Context: an optimization exercise on an open-source flow, tuned for small area, a short achievable clock period and few clock cycles. The choices shown serve that exercise and are no tape-out recipe. The RTL of this run was laid out without a check of its function. Power and IR drop assume default switching activity.

--- design.v ---
module Adder
  (
    input [31:0] PC_in,
    output [31:0] PC_out
  );
  assign PC_out = PC_in + 4;
endmodule
module Adder32
  (
    input [31:0] inp1,inp2,
    output [31:0] result
  );
	wire[31:0] shifted_inp2;
	assign shifted_inp2 = inp2 << 2;
  assign result = inp1 + shifted_inp2;
endmodule  
module Alu (
            input [31:0] first,
            input [31:0] second,
            input [3:0] control,
            output reg [31:0] out
            );
        always @ (*) begin
          case (control)
            4'b0000 : out <= first + second ;
            4'b0010 : out <= first - second ;
            4'b0100 : out <= first & second ;
            4'b0101 : out <= first | second ;
            4'b0110 : out <= ~(first | second) ;
            4'b0111 : out <= first ^ second ;
            4'b1000 : out <= first << second ;
            4'b1001 : out <= $signed($signed(first) >>> second) ;
            4'b1010 : out <= first >> second ;
				default : out <= 32'b0;
          endcase
        end
endmodule  
module Address_Mapping
  (
    input[31: 0] in,
    output[31:0] out
  );
  assign out = in - 32'b00000000000000000000010000000000;
endmodule
module Condition_Check
  (
    input[1:0] Branch_Type,
    input[31:0] Val1,
    input[31:0] Val2,
    output reg Br_taken
  );
  always @(*) begin
    case (Branch_Type)
      2'b01: Br_taken = (Val1 == Val2) ? 1'b1 : 1'b0;
      2'b10: Br_taken = (Val1 != Val2) ? 1'b1 : 1'b0;
      2'b11: Br_taken = 1'b1;
      default: Br_taken = 1'b0;
    endcase
  end
endmodule
module Control_Unit(
    input[5:0] Op_Code,
    output [3:0] Alu_Command, output mem_read,mem_write,
    output [1:0] branch_type,
    output wb_enable,is_immediate,
    output is_two_source
  );
  assign Alu_Command = (Op_Code == 6'b000000) ?  4'b0000 : 
                       (Op_Code == 6'b000001) ?  4'b0000 : 
                       (Op_Code == 6'b000011) ?  4'b0010 : 
                       (Op_Code == 6'b000101) ?  4'b0100 : 
                       (Op_Code == 6'b000110) ?  4'b0101 : 
                       (Op_Code == 6'b000111) ?  4'b0110 : 
                       (Op_Code == 6'b001000) ?  4'b0111 : 
                       (Op_Code == 6'b001001) ?  4'b1000 : 
                       (Op_Code == 6'b001010) ?  4'b1000 : 
                       (Op_Code == 6'b001011) ?  4'b1001 : 
                       (Op_Code == 6'b001100) ?  4'b1010 : 
                       (Op_Code == 6'b100000) ?  4'b0000 : 
                       (Op_Code == 6'b100001) ?  4'b0010 : 
                       (Op_Code == 6'b100100) ?  4'b0000 : 
                       (Op_Code == 6'b100101) ?  4'b0000 : 
                       (Op_Code == 6'b101000) ?  4'b0000 : 
                       (Op_Code == 6'b101001) ?  4'b0000 : 
                       (Op_Code == 6'b101010) ?  4'b0000 : 
                       4'b0000;
  assign wb_enable =   (Op_Code == 6'b000000) ?  1'b1 : 
                       (Op_Code == 6'b000001) ?  1'b1 : 
                       (Op_Code == 6'b000011) ?  1'b1 : 
                       (Op_Code == 6'b000101) ?  1'b1 : 
                       (Op_Code == 6'b000110) ?  1'b1 : 
                       (Op_Code == 6'b000111) ?  1'b1 : 
                       (Op_Code == 6'b001000) ?  1'b1 : 
                       (Op_Code == 6'b001001) ?  1'b1 : 
                       (Op_Code == 6'b001010) ?  1'b1 : 
                       (Op_Code == 6'b001011) ?  1'b1 : 
                       (Op_Code == 6'b001100) ?  1'b1 : 
                       (Op_Code == 6'b100000) ?  1'b1 : 
                       (Op_Code == 6'b100001) ?  1'b1 : 
                       (Op_Code == 6'b100100) ?  1'b1 : 
                       1'b0;
  assign is_immediate =  (Op_Code == 6'b100000) ?  1'b1 : 
                         (Op_Code == 6'b100001) ?  1'b1 : 
                         (Op_Code == 6'b100100) ?  1'b1 : 
                         (Op_Code == 6'b100101) ?  1'b1 : 
                         (Op_Code == 6'b101000) ?  1'b1 : 
                         (Op_Code == 6'b101001) ?  1'b1 : 
                         (Op_Code == 6'b101010) ?  1'b1 : 
                         1'b0;
  assign mem_read = (Op_Code == 6'b100100) ? 1'b1: 1'b0; 
  assign mem_write = (Op_Code == 6'b100101) ? 1'b1: 1'b0; 
  assign branch_type = (Op_Code == 6'b101000) ?  2'b01 : 
                       (Op_Code == 6'b101001) ?  2'b10 : 
                       (Op_Code == 6'b101010) ?  2'b11 : 
                       2'b00;
  assign is_two_source = (Op_Code == 6'b100101) ? 1'b1 :
                         (Op_Code == 6'b101001) ? 1'b1 :
                         (Op_Code == 6'b000001) ?  1'b1 : 
                         (Op_Code == 6'b000011) ?  1'b1 : 
                         (Op_Code == 6'b000101) ?  1'b1 : 
                         (Op_Code == 6'b000110) ?  1'b1 : 
                         (Op_Code == 6'b000111) ?  1'b1 : 
                         (Op_Code == 6'b001000) ?  1'b1 : 
                         (Op_Code == 6'b001001) ?  1'b1 : 
                         (Op_Code == 6'b001010) ?  1'b1 : 
                         (Op_Code == 6'b001011) ?  1'b1 : 
                         (Op_Code == 6'b001100) ?  1'b1 : 
                         1'b0;
  endmodule
module EX_Stage
  (
    input clk,
    input rst,
    input [3:0] EXE_CMD,
    input [31:0] val1,
    input [31:0] val2,
    input [31:0] val_src2,
    input [31:0] PC_in,
    input [1:0] Br_type,
    input WB_EN,
    input MEM_Write,
    input MEM_Read,
    input [4:0] dest,
    input [31:0] ALU_result_in_Mem,
    input [31:0] Write_Value,
    input[1:0] val1_sel,
    input[1:0] val2_sel,
    input[1:0] ST_val_sel,
    input is_two_source_in,
    output reg [31:0] PC,
    output [31:0] ALU_result,
    output [31:0] Br_Addr,
    output Br_taken,
    output [4:0] dest_out,
    output [31:0] val_src2_out,
    output WB_EN_out,
    output MEM_Write_out,
    output MEM_Read_out
  );
  wire[31:0] val1_alu;
  wire[31:0] val2_alu;
  assign WB_EN_out = WB_EN;
  assign MEM_Write_out = MEM_Write;
  assign MEM_Read_out = MEM_Read;
  assign dest_out = dest;
  Alu alu (.first(val1_alu), .second(val2_alu), .control(EXE_CMD), .out(ALU_result));
  Adder32 addr32(.inp1(PC_in), .inp2(val2), .result(Br_Addr));
  Condition_Check condition_check ( .Branch_Type(Br_type), .Val1(val1_alu), .Val2(val_src2_out), .Br_taken(Br_taken));
  Mux_3to1 mux1(.sel(val1_sel), .inp1(val1), .inp2(ALU_result_in_Mem), .inp3(Write_Value), .out(val1_alu));
  Mux_3to1 mux2(.sel(val2_sel), .inp1(val2), .inp2(ALU_result_in_Mem), .inp3(Write_Value), .out(val2_alu));
  Mux_3to1 mux3(.sel(ST_val_sel), .inp1(val_src2), .inp2(ALU_result_in_Mem), .inp3(Write_Value), .out(val_src2_out));
  always @(posedge clk, posedge rst)
    begin
      if(rst)
        begin
          PC <= 32'b0;
        end
      else
        begin
          PC <= PC_in;
        end
    end
endmodule
module EX_Stage_reg
  (
    input clk,
    input rst,
    input WB_en_in,
    input MEM_R_EN_in,
    input MEM_W_EN_in,
    input [31:0] PC_in,
    input [31:0] ALU_result_in,
    input [31:0] ST_val_in,
    input [4:0] Dest_in,
    output reg WB_en,
    output reg MEM_R_EN,
    output reg  MEM_W_EN,
    output reg [31:0] PC,
    output reg [31:0] ALU_result,
    output reg [31:0] ST_val,
    output reg [4:0] Dest
  );
  always @(posedge clk, posedge rst)
    begin
      if(rst)
        begin
        WB_en <= 1'b0;
        MEM_R_EN <= 1'b0;
        MEM_W_EN <= 1'b0;
        PC <= 32'b0;
        ALU_result <= 32'b0;
        ST_val <= 1'b0;
        Dest <= 5'b0;
      end
      else
        begin
          WB_en <= WB_en_in;
          MEM_R_EN <= MEM_R_EN_in;
          MEM_W_EN <= MEM_W_EN_in;
          PC <= PC_in;
          ALU_result <= ALU_result_in;
          ST_val <= ST_val_in;
          Dest <= Dest_in;
        end
    end
endmodule
module Forwarding_Unit (
                        input[4:0] src1_EXE,
                        input[4:0] src2_EXE,
                        input[4:0] ST_src_EXE,
                        input[4:0] dest_MEM,
                        input[4:0] dest_WB,
                        input WB_EN_MEM,
                        input WB_EN_WB,
                        input is_two_source,
                        output[1:0] val1_sel,
                        output[1:0] val2_sel,
                        output[1:0] ST_val_sel
                       );
    assign val1_sel = (WB_EN_MEM && src1_EXE == dest_MEM && dest_MEM != 5'b0) ? 2'b01 :
                      (WB_EN_WB && src1_EXE == dest_WB && dest_WB != 5'b0) ? 2'b10 :
                      2'b00;
    assign val2_sel = (is_two_source == 1'b1 && WB_EN_MEM && src2_EXE == dest_MEM && dest_MEM != 5'b0) ? 2'b01 :
                      (is_two_source == 1'b1 && WB_EN_WB && src2_EXE == dest_WB && dest_WB != 5'b0) ? 2'b10 :
                      2'b00;
    assign ST_val_sel = (is_two_source == 1'b1 && WB_EN_MEM && ST_src_EXE == dest_MEM && dest_MEM != 5'b0) ? 2'b01 :
                        (is_two_source == 1'b1 && WB_EN_WB && ST_src_EXE == dest_WB && dest_WB != 5'b0) ? 2'b10 :
                         2'b00;
endmodule
module HazardUnit_with_ForwardUnit (
                    input [4:0] Src1, Src2,
                    input [4:0] Exe_dst,
                    input is_two_source,
                    input Mem_R_EN,
                    output Hazard_detected_signal
                   );
    assign  Hazard_detected_signal =  (is_two_source == 1'b1 && Mem_R_EN == 1'b1 && (Src1 == Exe_dst || Src2 == Exe_dst)) ? 1'b1 :
                                      (is_two_source == 1'b0 && Mem_R_EN == 1'b1 && Src1 == Exe_dst) ? 1'b1 :
                                      1'b0;
endmodule  
module ID_Stage
  (
    input clk,
    input rst,
    input Freeze,
    input [31:0] PC_in,
    input [31:0]Instruction,
    input [31:0] write_val,
    input [4:0] Dest_in,
    input WB_enable_in,
    output WB_enable,
    output [1:0]Branch_type,
    output [3:0] Ex_cmd,
    output [31:0] Mux_1_res,
    output [4:0] Destination,
    output [31:0] Reg1,Reg2,
    output Mem_read,Mem_write,
    output [31:0] PC_out,
    output [4:0] src1,
    output [4:0] src2,
    output is_two_source
  );
  wire Is_imm;
  wire [5:0] Src1,Src2;
  wire [15:0] Immediate;
  wire [31:0] Reg2_tmp;
  wire [31:0] Extended;
  wire [8:0] Input_Controller_Signals;
  wire [8:0] Output_Controller_Signals;
  wire temp_WB_enable;
  wire temp_Mem_read;
  wire temp_Mem_write;
  wire [1:0] temp_Branch_type;
  wire [3:0] temp_Ex_cmd;
  assign PC_out = PC_in;
  assign Reg2_tmp = Reg2;
  assign Input_Controller_Signals = {temp_WB_enable, temp_Mem_read, temp_Mem_write, temp_Branch_type, temp_Ex_cmd};
  assign Ex_cmd = Output_Controller_Signals [3:0];
  assign Branch_type = Output_Controller_Signals [5:4];
  assign Mem_write = Output_Controller_Signals [6];
  assign Mem_read = Output_Controller_Signals [7];
  assign WB_enable = Output_Controller_Signals [8];
  assign src1 = Instruction[25:21];
  assign src2 = (Is_imm) ? 5'b0 : Instruction[20:16];
  Control_Unit control_unit(.Op_Code(Instruction[31:26]), .Alu_Command(temp_Ex_cmd),
                            .mem_read(temp_Mem_read), .mem_write(temp_Mem_write), .branch_type(temp_Branch_type), .wb_enable(temp_WB_enable), .is_immediate(Is_imm), .is_two_source(is_two_source));
  Sign_Extend sign_extend(.in(Instruction[15:0]), .out(Extended));
  Registers_File register_file(.clk(clk), .rst(rst), .src1(Instruction[25:21]),
                              .src2(Instruction[20:16]), .dest(Dest_in), . Write_Val(write_val),
                              .Write_EN(WB_enable_in), .reg1(Reg1), .reg2(Reg2));
  Mux32 mux1(.is_immediate(Is_imm), .inp1(Reg2_tmp), .inp2(Extended), .out(Mux_1_res));
  Mux5 mux2(.is_immediate(Is_imm), .inp1(Instruction[15:11]), .inp2(Instruction[20:16]), .out(Destination));
  Mux9 mux3(.sel(Freeze), .inp1(Input_Controller_Signals), .inp2(9'b0), .out(Output_Controller_Signals));
endmodule
module ID_Stage_reg
  (
    input clk,
    input rst,
    input[31:0] PC_in,
    input WB_enable,
    input [3:0] Ex_cmd,
    input [1:0] Branch_type,
    input MEM_Write,MEM_Read,
    input [31:0] Reg1,Reg2,
    input [31:0] Mux1_res,
    input [4:0] Destination,
    input flush,
    input [4:0] src1_in,
    input [4:0] src2_in,
    input is_two_source_in,
    output reg[31:0] PC_out,
    output reg write_back_enable,
    (* fsm_encoding = "none" *) output reg [3:0] ex_cmd,
    (* fsm_encoding = "none" *) output reg [1:0] branch_type,
    output reg mem_write,mem_Read,
    output reg [31:0] val1,reg2,
    output reg [31:0] val2,
    output reg [4:0] dst,
    output reg [4:0] src1,
    output reg [4:0] src2,
    output reg is_two_source
  );
  always @(posedge clk, posedge rst)
    begin
      if(rst)
        begin
          PC_out <= 32'b0;
          write_back_enable <= 1'b0;
          ex_cmd <= 4'b0;
          branch_type <= 2'b0;
          mem_write <= 1'b0;
          mem_Read <= 1'b0;
          val1 <= 32'b0;
          val2 <= 32'b0;
          reg2 <= 32'b0;
          dst  <= 5'b0;
          is_two_source <= 1'b0;
          src1 <= 5'b0;
          src2 <= 5'b0;
      end
		else if(flush)begin
			    PC_out <= 32'b0;
          write_back_enable <= 1'b0;
          ex_cmd <= 4'b0;
          branch_type <= 2'b0;
          mem_write <= 1'b0;
          mem_Read <= 1'b0;
          val1 <= 32'b0;
          val2 <= 32'b0;
          reg2 <= 32'b0;
          dst  <= 5'b0;
          is_two_source <= 1'b0;
          src1 <= 5'b0;
          src2 <= 5'b0;
			end
      else
        begin
          write_back_enable <= WB_enable;
          ex_cmd <= Ex_cmd;
          branch_type <= Branch_type;
          mem_write <= MEM_Write;
          mem_Read <= MEM_Read;
          val1 <= Reg1;
          val2 <= Mux1_res;
          reg2 <= Reg2;
          dst  <= Destination;
          PC_out <= PC_in;
          is_two_source <= is_two_source_in;
          src1 <= src1_in;
          src2 <= src2_in;
        end
    end
endmodule
module IF_Stage
  (
    input clk,
    input rst,
    input Freeze,
    input Br_taken,
    input[31:0] Branch_Address,
    output[31:0] PC,
    output[31:0] Instruction3,
    output[31:0] imem_addr,
    input[31:0] imem_data
  );
  wire[31:0] mux_out;
  wire [31:0] PC_out, Adder_out;
  Mux32 m(Br_taken, Adder_out, Branch_Address, mux_out);
  Adder Adder(PC_out, Adder_out);
  PC PC2(clk, rst, Freeze, mux_out, PC_out);
  assign imem_addr = PC_out;
  assign Instruction3 = imem_data;
  assign PC = Adder_out;
endmodule
module IF_Stage_reg
  (
    input clk,
    input rst,
    input Freeze,
    input[31:0] PC_in,
    input[31:0] Instruction_in,
    input flush,
    output reg[31:0] PC,
    output reg[31:0] Instruction
  );
  always @(posedge clk, posedge rst)
    begin
      if(rst)
			   begin
            PC <= 32'b0;
            Instruction <= 32'b0;
			   end
      else if (Freeze == 1'b0)
    		if(flush)
            begin
    			     PC <= 32'b0;
               Instruction <= 32'b0;
    			  end
      else
        begin
            PC <= PC_in;
            Instruction <= Instruction_in;
        end
    end
endmodule
module Mem_Stage
  (
    input clk,
    input rst,
    input[31:0] PC_in,
    input WB_en_in,
    input MEM_R_EN_in,
    input MEM_W_EN_in,
    input [31:0] ALU_result_in,
    input [31:0] ST_val_in,
    input [4:0] Dest_in,
    output WB_en,
    output reg [31:0] PC,
    output MEM_R_EN,
    output [31:0] ALU_result,
    output [31:0] MEM_read_value,
    output [4:0] Dest,
    output [31:0] dmem_addr,
    output [31:0] dmem_wdata,
    output dmem_we,
    output dmem_re,
    input [31:0] dmem_rdata
  );
    wire [31:0] adr;
    assign WB_en = WB_en_in;
    assign ALU_result = ALU_result_in;
    assign MEM_R_EN = MEM_R_EN_in;
    assign Dest = Dest_in;
    assign dmem_addr = adr;
    assign dmem_wdata = ST_val_in;
    assign dmem_we = MEM_W_EN_in;
    assign dmem_re = MEM_R_EN_in;
    assign MEM_read_value = MEM_R_EN_in ? dmem_rdata : 32'b0;
    Address_Mapping address_mapping (.in(ALU_result_in), .out(adr));
  always @(posedge clk, posedge rst)
    begin
      if(rst)
        begin
          PC <= 32'b0;
      end
      else
        begin
          PC <= PC_in;
        end
    end
endmodule
module Mem_Stage_reg
  (
    input clk,
    input rst,
    input[31:0] PC_in,
    input WB_en_in,
    input MEM_R_EN_in,
    input[31:0] ALU_result_in,
    input[31:0] Mem_read_value_in,
    input[4:0] Dest_in,
    output reg [31:0] PC,
    output reg WB_en,
    output reg MEM_R_EN,
    output reg[31:0] ALU_result,
    output reg[31:0] Mem_read_value,
    output reg[4:0] Dest
  );
  always @(posedge clk, posedge rst)
    begin
      if(rst)
        begin
          PC <= 32'b0;
          WB_en <= 1'b0;
          MEM_R_EN <= 1'b0;
          ALU_result <= 32'b0;
          Mem_read_value <= 32'b0;
          Dest <= 5'b0;
      end
      else
        begin
          PC <= PC_in;
          WB_en <= WB_en_in;
          MEM_R_EN <= MEM_R_EN_in;
          ALU_result <= ALU_result_in;
          Mem_read_value <= Mem_read_value_in;
          Dest <= Dest_in;
        end
    end
endmodule
module PC
  (
    input clk,
    input rst,
    input Freeze,
    input [31:0] PC_in,
    output reg [31:0] PC_out
  );
  always @(posedge clk, posedge rst)  begin
      if (rst)
        PC_out <= 32'b0;
      else if (Freeze == 1'b0)
        PC_out <= PC_in;
    end
endmodule
module Registers_File
  (
    input clk,
    input rst,
    input[4:0] src1,
    input[4:0] src2,
    input[4:0] dest,
    input[31:0] Write_Val,
    input Write_EN,
    output[31:0] reg1,
    output[31:0] reg2
   );
  reg[31:0] registers[31:0];
	integer i;
  always @(negedge clk, posedge rst) begin
	 if(rst)begin
		for(i = 0; i < 32; i = i + 1) begin
			registers[i] <= 32'b0;
		end
	 end
    else if (dest !=5'd0 && Write_EN) begin
      registers[dest] <= Write_Val;
    end
  end
    assign reg1 = registers[src1];
    assign reg2 = registers[src2];
endmodule
module WB_Stage
  (
    input clk,
    input rst,
    input WB_en_in,
    input MEM_R_EN,
    input[31:0] ALU_result,
    input[31:0] Mem_read_value,
    input[4:0] Dest_in,
    input[31:0] PC_in,
    output  WB_en,
    output[31:0]  Write_Value,
    output[4:0] Dest,
    output reg[31:0] PC
  );
  Mux32 mux4(MEM_R_EN, ALU_result, Mem_read_value, Write_Value);
  assign Dest = Dest_in;
  assign WB_en = WB_en_in;
  always @(posedge clk, posedge rst)
    begin
      if(rst)
        begin
          PC <= 32'b0;
        end
      else
        begin
          PC <= PC_in;
        end
    end
endmodule
module Mux32
  (
    input is_immediate,
    input [31:0] inp1,inp2,
    output [31:0] out
  );
  assign out = (is_immediate)?(inp2):(inp1);
endmodule
module Mux5
  (
    input is_immediate,
    input [4:0] inp1,inp2,
    output [4:0] out
  );
  assign out = (is_immediate)?(inp2):(inp1);
endmodule
module Mux9
  (
    input sel,
    input [9:0] inp1, inp2,
    output [9:0] out
  );
  assign out = (sel) ? (inp2) : (inp1);
endmodule
module Mux_3to1
  (
    input[1:0] sel,
    input[31:0] inp1, inp2, inp3,
    output[31:0] out
  );
  assign out = (sel == 2'b01) ? inp2 :
               (sel == 2'b10) ? inp3 :
               inp1;
endmodule
module Sign_Extend(
  input [15:0] in,
  output [31:0] out
);
  assign out = (in[15])?({16'b1111111111111111,in}):({16'b0000000000000000,in});
endmodule
module mips_cpu
  (
    input clk,
    input rst,
    output [31:0] imem_addr,
    input [31:0] imem_data,
    output [31:0] dmem_addr,
    output [31:0] dmem_wdata,
    output dmem_we,
    output dmem_re,
    input [31:0] dmem_rdata
  );
wire [31:0] PC;
wire [31:0] Instruction;
wire [31:0] PC1;
wire [31:0] Instruction1;
wire WB_enable;
wire [3:0] Ex_cmd;
wire [31:0] Mux_1_res;
wire [4:0] Destination;
wire [31:0] Reg1;
wire [31:0] Reg2;
wire Mem_read;
wire Mem_write;
wire [31:0] PC2;
wire [31:0] PC3;
wire write_back_enable_id_reg_out;
wire [3:0] ex_cmd_id_reg_out;
wire [1:0] branch_type_id_reg_out;
wire mem_write_id_reg_out;
wire mem_Read_id_reg_out;
wire [31:0] val1_id_reg_out;
wire [31:0] reg2_id_reg_out;
wire [31:0] val2_id_reg_out;
wire [4:0] dst_id_reg_out;
wire [31:0] PC4;
wire [31:0] ALU_result1;
wire [31:0] Br_Addr;
wire Br_taken;
wire [4:0] dest_out;
wire [31:0] val_src2_out;
wire WB_EN_out;
wire MEM_Write_out;
wire MEM_Read_out;
wire WB_EN_out2;
wire MEM_Write_out2;
wire MEM_Read_out2;
wire [31:0] PC5;
wire [31:0] ALU_result2;
wire [31:0] ST_val;
wire [4:0] Destination2;
wire WB_EN_out3;
wire [31:0] PC6;
wire MEM_Read_out3;
wire [31:0] ALU_result3;
wire [31:0] MEM_read_value;
wire [4:0] Destination3;
wire [31:0] PC7;
wire WB_EN_out4;
wire MEM_Read_out4;
wire [31:0] ALU_result4;
wire [31:0] MEM_read_value2;
wire [4:0] Destination4;
wire WB_EN_out5;
wire [31:0] write_val2;
wire [4:0] Destination5;
wire [31:0] PC8;
wire [1:0] Branch_type;
wire Hazard_detected_signal;
wire is_two_source;
wire[1:0] val1_sel;
wire[1:0] val2_sel;
wire[1:0] ST_val_sel;
wire is_two_source1;
wire is_two_source2;
wire [4:0] src1_1;
wire [4:0] src2_1;
wire [4:0] src1_2;
wire [4:0] src2_2;
IF_Stage u1(
    				.clk(clk),
    				.rst(rst),
            .Freeze(Hazard_detected_signal),
    				.Br_taken(Br_taken),
    				.Branch_Address(Br_Addr),
    				.PC(PC),
    				.Instruction3(Instruction),
            .imem_addr(imem_addr),
            .imem_data(imem_data)
  				);
IF_Stage_reg u2(
								.clk(clk),
								.rst(rst),
                .Freeze(Hazard_detected_signal),
								.PC_in(PC),
								.Instruction_in(Instruction),
                .flush(Br_taken),
								.PC(PC1),
								.Instruction(Instruction1)
								);
ID_Stage u3(
						.clk(clk),
						.rst(rst),
            .Freeze(Hazard_detected_signal),
						.PC_in(PC1),
						.Instruction(Instruction1),
						.write_val(write_val2),
						.Dest_in(Destination4),
						.WB_enable_in(WB_EN_out4),
						.WB_enable(WB_enable),
						.Branch_type(Branch_type),
						.Ex_cmd(Ex_cmd),
						.Mux_1_res(Mux_1_res),
						.Destination(Destination),
						.Reg1(Reg1),
						.Reg2(Reg2),
						.Mem_read(Mem_read),
						.Mem_write(Mem_write),
						.PC_out(PC2),
            .src1(src1_1),
            .src2(src2_1),
            .is_two_source(is_two_source)
						);
ID_Stage_reg u4(
                .clk(clk),
                .rst(rst),
                .PC_in(PC2),
                .WB_enable(WB_enable),
                .Ex_cmd(Ex_cmd),
                .Branch_type(Branch_type),
                .MEM_Write(Mem_write),
                .MEM_Read(Mem_read),
                .Reg1(Reg1),
	 							.Reg2(Reg2),
                .Mux1_res(Mux_1_res),
                .Destination(Destination),
                .flush(Br_taken),
                .src1_in(src1_1),
                .src2_in(src2_1),
                .is_two_source_in(is_two_source),
                .PC_out(PC3),
                .write_back_enable(write_back_enable_id_reg_out),
                .ex_cmd(ex_cmd_id_reg_out),
								.branch_type(branch_type_id_reg_out),
                .mem_write(mem_write_id_reg_out),
                .mem_Read(mem_Read_id_reg_out),
                .val1(val1_id_reg_out),
                .reg2(reg2_id_reg_out),
                .val2(val2_id_reg_out),
								.dst(dst_id_reg_out),
                .src1(src1_2),
                .src2(src2_2),
                .is_two_source(is_two_source2)
                );
EX_Stage u5(
		.clk(clk), .rst(rst),
    .EXE_CMD(ex_cmd_id_reg_out),
    .val1(val1_id_reg_out),
    .val2(val2_id_reg_out),
    .val_src2(reg2_id_reg_out),
    .PC_in(PC3),
    .Br_type(branch_type_id_reg_out),
    .WB_EN(write_back_enable_id_reg_out),
    .MEM_Write(mem_write_id_reg_out),
    .MEM_Read(mem_Read_id_reg_out),
    .dest(dst_id_reg_out),
    .ALU_result_in_Mem(ALU_result3),
    .Write_Value(write_val2),
    .val1_sel(val1_sel),
    .val2_sel(val2_sel),
    .ST_val_sel(ST_val_sel),
    .is_two_source_in(is_two_source2),
    .PC(PC4),
    .ALU_result(ALU_result1),
    .Br_Addr(Br_Addr),
    .Br_taken(Br_taken),
    .dest_out(dest_out),
    .val_src2_out(val_src2_out),
    .WB_EN_out(WB_EN_out),
    .MEM_Write_out(MEM_Write_out),
    .MEM_Read_out(MEM_Read_out)
);
EX_Stage_reg u6(
    .clk(clk),
    .rst(rst),
    .WB_en_in(WB_EN_out),
    .MEM_R_EN_in(MEM_Read_out),
    .MEM_W_EN_in(MEM_Write_out),
    .PC_in(PC4),
    .ALU_result_in(ALU_result1),
    .ST_val_in(val_src2_out),
    .Dest_in(dest_out),
    .WB_en(WB_EN_out2),
    .MEM_R_EN(MEM_Read_out2),
    .MEM_W_EN(MEM_Write_out2),
    .PC(PC5),
    .ALU_result(ALU_result2),
    .ST_val(ST_val),
    .Dest(Destination2)
  );
Mem_Stage u7
	  (
	    .clk(clk),
	    .rst(rst),
	    .PC_in(PC5),
	    .WB_en_in(WB_EN_out2),
	    .MEM_R_EN_in(MEM_Read_out2),
	    .MEM_W_EN_in(MEM_Write_out2),
	    .ALU_result_in(ALU_result2),
	    .ST_val_in(ST_val),
			.Dest_in(Destination2),
	    .WB_en(WB_EN_out3),
	    .PC(PC6),
	    .MEM_R_EN(MEM_Read_out3),
	    .ALU_result(ALU_result3),
	    .MEM_read_value(MEM_read_value),
			.Dest(Destination3),
      .dmem_addr(dmem_addr),
      .dmem_wdata(dmem_wdata),
      .dmem_we(dmem_we),
      .dmem_re(dmem_re),
      .dmem_rdata(dmem_rdata)
	  );
Mem_Stage_reg u8
		(
		  .clk(clk),
		  .rst(rst),
		  .PC_in(PC6),
		  .WB_en_in(WB_EN_out3),
		  .MEM_R_EN_in(MEM_Read_out3),
		  .ALU_result_in(ALU_result3),
		  .Mem_read_value_in(MEM_read_value),
		  .Dest_in(Destination3),
		  .PC(PC7),
		  .WB_en(WB_EN_out4),
		  .MEM_R_EN(MEM_Read_out4),
		  .ALU_result(ALU_result4),
		  .Mem_read_value(MEM_read_value2),
		  .Dest(Destination4)
		);
WB_Stage u9
		  (
		   .clk(clk),
		   .rst(rst),
		   .WB_en_in(WB_EN_out4),
		   .MEM_R_EN(MEM_Read_out4),
		   .ALU_result(ALU_result4),
		   .Mem_read_value(MEM_read_value2),
		   .Dest_in(Destination4),
		   .PC_in(PC7),
		   .WB_en(WB_EN_out5),
		   .Write_Value(write_val2),
		   .Dest(Destination5),
		   .PC(PC8)
		  );
HazardUnit_with_ForwardUnit hazard_with_forward(
                    .Src1(Instruction1[25:21]),
                    .Src2(Instruction1[20:16]),
                    .Exe_dst(dst_id_reg_out),
                    .is_two_source(is_two_source),
                    .Mem_R_EN(mem_Read_id_reg_out),
                    .Hazard_detected_signal(Hazard_detected_signal)
                   );
Forwarding_Unit forwarding_unit
      (
        .src1_EXE(src1_2),
        .src2_EXE(src2_2),
        .ST_src_EXE(dst_id_reg_out),
        .dest_MEM(Destination3),
        .dest_WB(Destination5),
        .WB_EN_MEM(WB_EN_out2),
        .WB_EN_WB(WB_EN_out5),
        .is_two_source(is_two_source2),
        .val1_sel(val1_sel),
        .val2_sel(val2_sel),
        .ST_val_sel(ST_val_sel)
      );
endmodule  
--- config.mk ---
export PLATFORM = sky130hd
export DESIGN_NAME = mips_cpu
export DESIGN_NICKNAME = mips_cpu
export VERILOG_FILES = /design/flow/design.v
export SDC_FILE = /design/flow/constraint.sdc
export NUM_CORES = 4
export LEC_CHECK = 0
export CAP_MARGIN = 20
export CELL_PAD_IN_SITES_DETAIL_PLACEMENT = 1
export CELL_PAD_IN_SITES_GLOBAL_PLACEMENT = 2
export CORE_MARGIN = 2
export CORE_UTILIZATION = 35
export PLACE_DENSITY = 0.55
export SLEW_MARGIN = 20
--- run.sh ---
#!/bin/bash
# synth_recipe.tcl (not shown) runs the flow's synth.tcl, then flattens the netlist and writes it again
# the make line also repeats each setting of config.mk as NAME=value (left out here)
make -C /OpenROAD-flow-scripts/flow DESIGN_CONFIG=/design/flow/config.mk WORK_HOME=/design/flow/orfs CLKGATE_MAP_FILE= SYNTH_SCRIPT=/design/flow/synth_recipe.tcl finish
--- constraint.sdc ---
create_clock -name core_clock -period 10.0 [get_ports {clk}]
set_input_delay 2.0000 -clock core_clock [delete_from_list [all_inputs] [get_ports {clk}]]
set_output_delay 2.0000 -clock core_clock [all_outputs]
set_load 0.01 [all_outputs]
==> results.toml <==
[floorplanning]
io_pins = 164
start_util = 0.352
floorplan.die_area_um2 = 224000
core_um2 = 219000
row_count = 172
die_w_um = 473
dieHeight_um = 473

[final_layout]
final_layout_size_suffix_gt1_frac = 0.109
multi_input_area_um2 = 39300
area_growth_pct = 16.2
seq_area_um2 = 35400
fillers = 24600
stdcell_count = 11500
finalInstanceArea_um2 = 89600
final_nets = 8646

[cts]
hold_buffers = 0
cts_tree = "done"
cts-resized-gates = 0
clock_latency_ps = 840
clk_pin_slew_ps = 60
numClockSinks = 1416
ctsRootBufferMaster = "clkbuf_16"
numCtsBuffers = 171
post-cts-setup-buffers = 0
clk_path_buf_depth = 3
htreeDepth = 4

[yosys]
synth_fp_nets = 8783
syn_avg_cell_area_um2 = 8.98
ys.flop_type = "dfrtn_1"
synthArstFlopShare = 1.00
ys_seq_elements = 1416
yosysWarnings = 14
postSynthCellCount = 8588
synth_edf_count = 0
syn_area_um2 = 77100
yosysSeqAreaShare = 0.459
ys_types = 92

[critical_path]
timing.rr.end = "u3.register_file.registers[8][19]"
crit_fanout = 40
rr_startpoint = "u8.Dest[4]"
start_kind = "flip-flop"
required_ps = 5570
crit_type = "flip-flop to flip-flop"
end_kind = "flip-flop"
worstPathArrival_ps = 4090
rrSetupSlack_ps = 1480
ff2ff_path_depth = 6

[timing]
setup_viol = 0
tns_ps = 0
fin_worst_skew_ps = 117
slew_headroom = 0.0598
worst_slack_ps = 1480
finalMaxSlewViolations = 0
worst_pin_slew_ps = 1400
rsz0062_at_grt = "false"
finalHoldViolations = 0

[global_routing]
grt_pass1_vias = 76800
grt_max_degree = 136
grt_pass1_wl_um = 652000
antenna_found_initial = 35
track_usage = 0.416
grt_overflow = 0

[routing]
wl_um = 477000
dr.pass1.iters = 6
drtAntennaViolNets = 0
dr_total_vias = 78500
first_iter_violations = 11200
drc = 0
wire_per_inst_um = 41.6
avgViaCountPerCell = 6.83

[pwr]
leakagePower_nw = 37.6
ir_worst_vdd_v = 0.000175
total_power_mw = 26.2
power.density_nw_per_um2 = 293

[placed_design]
portBuffers = 163
gp_congestion = 0.955
dp_hpwl_um = 301000
placed_area_um2 = 83500
pre_cts_slack_ps = 1360
dpl.cell_count = 11100

[min_path]
min_to = "u3.register_file.registers[0][5]"
min_from = "u3.register_file.registers[0][5]"
whs_path_depth = 0
worstHoldPathType = "flip-flop to flip-flop"

[run]
drv_cap = 0

[run_status]
outcome = "no timing/DRC/antenna violations"
-- sequential cells by signal, summed over array words and instances (netlist names), 32 cells and up --
name / count
u1.PC2.PC_out: 32
u3.register_file.registers: 1024
u4.reg2: 32
u4.val1: 32
u6.ST_val: 32
u8.ALU_result: 32
u4.PC_out: 32
u8.Mem_read_value: 32
u4.val2: 32
u2.PC: 32
u6.ALU_result: 32
u2.Instruction: 32
-- synthesized netlist by cell type, drive strengths merged (49+ instances only) --
master	n	area share
a211oi	54	0.0053
mux2i	168	0.022
dfrtn	1024	0.33
dfrtp	392	0.13
xnor2	126	0.014
nor3	126	0.0084
a221oi	332	0.038
nand4	201	0.016
a21oi	920	0.060
o31ai	81	0.0094
o32ai	49	0.0056
a22oi	330	0.032
nand3	151	0.0098
ha	127	0.021
inv	107	0.0052
buf	125	0.0075
nand2	754	0.037
nor2	965	0.047
and3	113	0.0092
o211ai	61	0.0061
and2	50	0.0041
xor2	67	0.0076
o21ai	629	0.041
a22o	320	0.036
clkbuf	712	0.035
-- placed cells by master (no fill, tap or decap), types with 114 or more instances in the layout --
master           instances
a21oi_1                919
a221oi_1               331
a22o_1                 320
a22oi_1                330
buf_4                  323
clkbuf_16              174
clkdlybuf4s50_1        163
dfrtn_1               1024
dfrtp_1                389
ha_1                   127
mux2i_1                136
nand2_1                742
nand3_1                149
nand4_1                201
nor2_1                 888
nor3_1                 114
o21ai_0                582
xnor2_1                126
-- report_power, final --
group | total (mW) | internal (mW) | switching [mW] | leakage (nW)
clock network | 6.72 | 3.90 | 2.83 | 2.93
registers | 9.77 | 7.66 | 2.11 | 18.7
logic | 9.74 | 3.27 | 6.46 | 15.9
total | 26.2 | 14.8 | 11.4 | 37.6
-- cell families after synthesis --
logic type / synth area share
AO/OA/AOI/OAI: 0.271
XOR/XNOR: 0.0219
adder cells (fa/ha/maj): 0.0211
buffers and inverters: 0.0475
flip-flops: 0.459
multiplexers: 0.0300
AND/OR/NAND/NOR: 0.149
-- worst max-delay path by stage --
stage               startpoint                                  to  slack, ps  depth (start not counted)
floorplan                  rst    u3.register_file.registers[0][0]     -16090                          1
CTS                 u8.Dest[4]   u3.register_file.registers[8][19]       1560                          6
detailed placement         rst  u3.register_file.registers[27][17]       1360                          4
global placement           rst  u3.register_file.registers[27][17]       1390                          4
finish              u8.Dest[4]   u3.register_file.registers[8][19]       1480                          6
global route        u8.Dest[4]   u3.register_file.registers[8][19]       1320                          6
-- layout make-up --
class,instances,share of cell area
multi-input cells,6225,0.438
clock buffers,241,0.0557
repair buffers,527,0.0547
diodes,19,0.000530
clock inverters,78,0.0107
inverters,110,0.00465
flip-flops and latches,1416,0.395
well taps,2871,0.0401
-- stage by stage --
stage	util	hold WS (ps)
final	0.409	352
after global routing	0.409	358
after CTS	0.408	353
after detailed placement	0.381	345
after global placement	0.380	340
after floorplan	-	331
-- routing by layer --
metal  global-route usage  vias up  wire length [um]
met5              0.00930        -               428
met4                0.223       22             29500
met3                0.118     1319             50200
li1                     -    31500                 -
met1                0.571    40500            200000
met2                0.589     5115            197000
-- critical path: stages, from the launching register on --
cell and delay (ps):
dfrtp_1 570, nand2b_1 290, nor3b_1 880, nand2_4 740, buf_4 520, nand2_1 110, o21ai_0 80
